From an optimization exercise on the open Yosys and OpenROAD flow, aimed at small area, a short achievable clock period and few clock cycles; shortcuts taken in it are not production practice.
The RTL was checked by simulation tests, not by an equivalence proof against the original design.
No activity file was given, so power comes from the tool's default toggle rates.

==> flow/design.v (excerpt) <==
module Top(
  input wire clock,
  input wire reset_n,
  input wire start,
  input wire [127:0] M1_ReadBus1,
  output wire [15:0] M1_ReadAddress1,
  input wire [35:0] M2_ReadBus1,
  input wire [19:0] M2_ReadBus2,
  output wire [15:0] M2_ReadAddress1,
  output wire [15:0] M2_ReadAddress2,
  output wire [127:0] M2_WriteBus,
  output wire [15:0] M2_WriteAddress,
  output wire M2_WriteEnable,
  input wire [127:0] M3_ReadBus1,
  output wire [15:0] M3_ReadAddress1,
  output wire [127:0] M3_WriteBus,
  output wire [15:0] M3_WriteAddress,
  output wire M3_WriteEnable,
  output wire [127:0] M4_WriteBus,
  output wire [15:0] M4_WriteAddress,
  output wire M4_WriteEnable
  );
For scale: ~2400 cells after synthesis, ~810 I/O pins.
Settings: LEC_CHECK=0, ABC_CLOCK_PERIOD_IN_PS=3000, CAP_MARGIN=20, CORE_AREA=3 3 237 237, DIE_AREA=0 0 240 240, SETUP_SLACK_MARGIN=5, SLEW_MARGIN=20; clock period 8.0 ns.
standard.sh (not shown) runs the stock make flow with config.mk's settings and CLKGATE_MAP_FILE= SYNTH_SCRIPT=/design/flow/synth_recipe.tcl, a recipe that flattens the netlist after the stock synthesis.
==> flow/flow/run.sh <==
#!/bin/bash
set -euo pipefail
bash standard.sh 'BUFFER_PORTS_ARGS=-buffer_cell sky130_fd_sc_hd__buf_1' finish > make_finish.log 2>&1
The baseline completed without violations.
Testbench counts at the start, summed over its fixed seeds: cycles 2,326,192.
Next try:
--- a/flow/design.v
+++ b/flow/design.v
@@ -17,13 +17,13 @@
   output wire [15:0] M3_WriteAddress,
   output wire M3_WriteEnable,
   output wire [127:0] M4_WriteBus,
   output wire [15:0] M4_WriteAddress,
   output wire M4_WriteEnable
   );
-  localparam REPLAY = 1'b1;
+  localparam REPLAY = 1'b0;
   localparam [14:0] LASTW = 15'd19199;
   localparam [27:0] NPIX = 28'd307200;
   reg s_clr, s_hist, s_drain, s_lut, s_out, s_wait, s_rep;
   wire idle = !(s_clr || s_hist || s_drain || s_lut || s_out || s_wait || s_rep);
   reg [14:0] w;         
   reg [2:0]  ph;        
@@ -48,42 +48,12 @@
   reg [127:0] asm;
   wire [18:0] a_c3 = asm[26:8];
   wire [18:0] a_c2 = asm[67:49];
   wire [13:0] El   = asm[81:68];
   wire [13:0] Eh   = asm[95:82];
   wire [19:0] Dn   = asm[115:96];
-  function [18:0] inc19;
-    input [18:0] c;
-    input ci;
-    integer i;
-    begin
-      for (i = 0; i < 19; i = i + 1)
-        inc19[i] = c[i] ^ (ci & ((c & ((19'd1 << i) - 19'd1)) == ((19'd1 << i) - 19'd1)));
-    end
-  endfunction
-  function [14:0] add14;
-    input [13:0] a, b;
-    input ci;
-    integer i, l;
-    reg [14:0] g, p, g2, p2;
-    begin
-      g = {(a & b), ci};
-      p = {(a ^ b), 1'b0};
-      for (l = 1; l < 16; l = l * 2) begin
-        g2 = g; p2 = p;
-        for (i = 0; i < 15; i = i + 1)
-          if ((i & l) != 0) begin
-            g2[i] = g[i] | (p[i] & g[(i & ~(l - 1)) - 1]);
-            p2[i] = p[i] & p[(i & ~(l - 1)) - 1];
-          end
-        g = g2; p = p2;
-      end
-      add14[13:0] = a ^ b ^ g[13:0];
-      add14[14] = g[14];
-    end
-  endfunction
   reg [7:0] p1, p2, p3;
   always @(*) begin
     case (ph)
       3'd0: begin p1 = M1_ReadBus1[7:0];     p2 = M1_ReadBus1[15:8];    p3 = M1_ReadBus1[23:16];   end
       3'd1: begin p1 = M1_ReadBus1[31:24];   p2 = M1_ReadBus1[39:32];   p3 = M1_ReadBus1[47:40];   end
       3'd2: begin p1 = M1_ReadBus1[55:48];   p2 = M1_ReadBus1[63:56];   p3 = M1_ReadBus1[71:64];   end
@@ -106,15 +76,15 @@
   assign M3_WriteBus     = asm;
   assign M4_WriteEnable  = m4we;
   assign M4_WriteAddress = {1'b0, m4a};
   assign M4_WriteBus     = asm;
   wire [18:0] c2 = fwd2 ? a_c2 : M2_ReadBus1[35:17];
   wire [18:0] c3 = fwd3 ? a_c3 : M3_ReadBus1[26:8];
-  wire [18:0] c2n = inc19(c2, pv);
-  wire [18:0] c3n = inc19(c3, pv);
-  wire [14:0] s14 = add14(hf ? Eh : El, xr, hf ? cf : cinr);
+  wire [18:0] c2n = c2 + {18'd0, pv};
+  wire [18:0] c3n = c3 + {18'd0, pv};
+  wire [14:0] s14 = (hf ? Eh : El) + xr + {14'd0, hf ? cf : cinr};
   wire loop_go = found && (v != 8'd255) && !Eh[13];
   wire e_op = o_a2 || o_b2 || o_a3 || o_b3 || (o_loop && (hf || loop_go));
   wire emit = o_loop && !hf && !loop_go;
   wire lut_end = emit && (ra1 == 8'd255);
   wire [18:0] bus_c2 = M2_ReadBus1[35:17];
   wire [18:0] bus_c3 = M3_ReadBus1[26:8];
Setup slack is worse by 0.17 ns.
Critical path depth rises by 16.
Synthesized cell count came out lower by 15%.
Maximum frequency went down by 5.3%.
Power shrinks by 8.1%.
Cell count goes down by 12%.
Final area shrinks by 8.8%.
Via count fell by 12%.
Testbench counts after the change, summed over its fixed seeds: cycles 4,343,112.

-- re-timing with driven ports --
In the flow no input, the clock included, has a driving cell. The finished layouts below were timed again as built, in two steps. Step 1, drivers: a clkbuf_16 drives clock and a buf_2 each remaining input, both assumed. Step 2 moves the port delays by t, midway between the first and last clock arrival at a register: inputs arrive t later, outputs are due t later. That takes back most of the time a late clock gives input paths. a / b / c = no drivers / after step 1 / after step 2; a / b = the first two.
| run | t (ns) | setup WS [ns] | worst setup path after step 2 | latest minus earliest clock arrival (ns) | slew at the worst register clock pin (ns) |
|---|---|---|---|---|---|
| the first run | 0.597 | 4.887 / 4.842 / 4.409 | input to register | 0.029 / 0.029 | 0.07 / 0.07 |
| the second run | 0.607 | 4.712 / 4.713 / 4.106 | input to register | 0.023 / 0.023 | 0.07 / 0.07 |
After both steps every run listed still meets setup and hold. The setup slack of the second run, which loses most, moves by +0.001 ns with the drivers and by -0.606 ns with both steps.
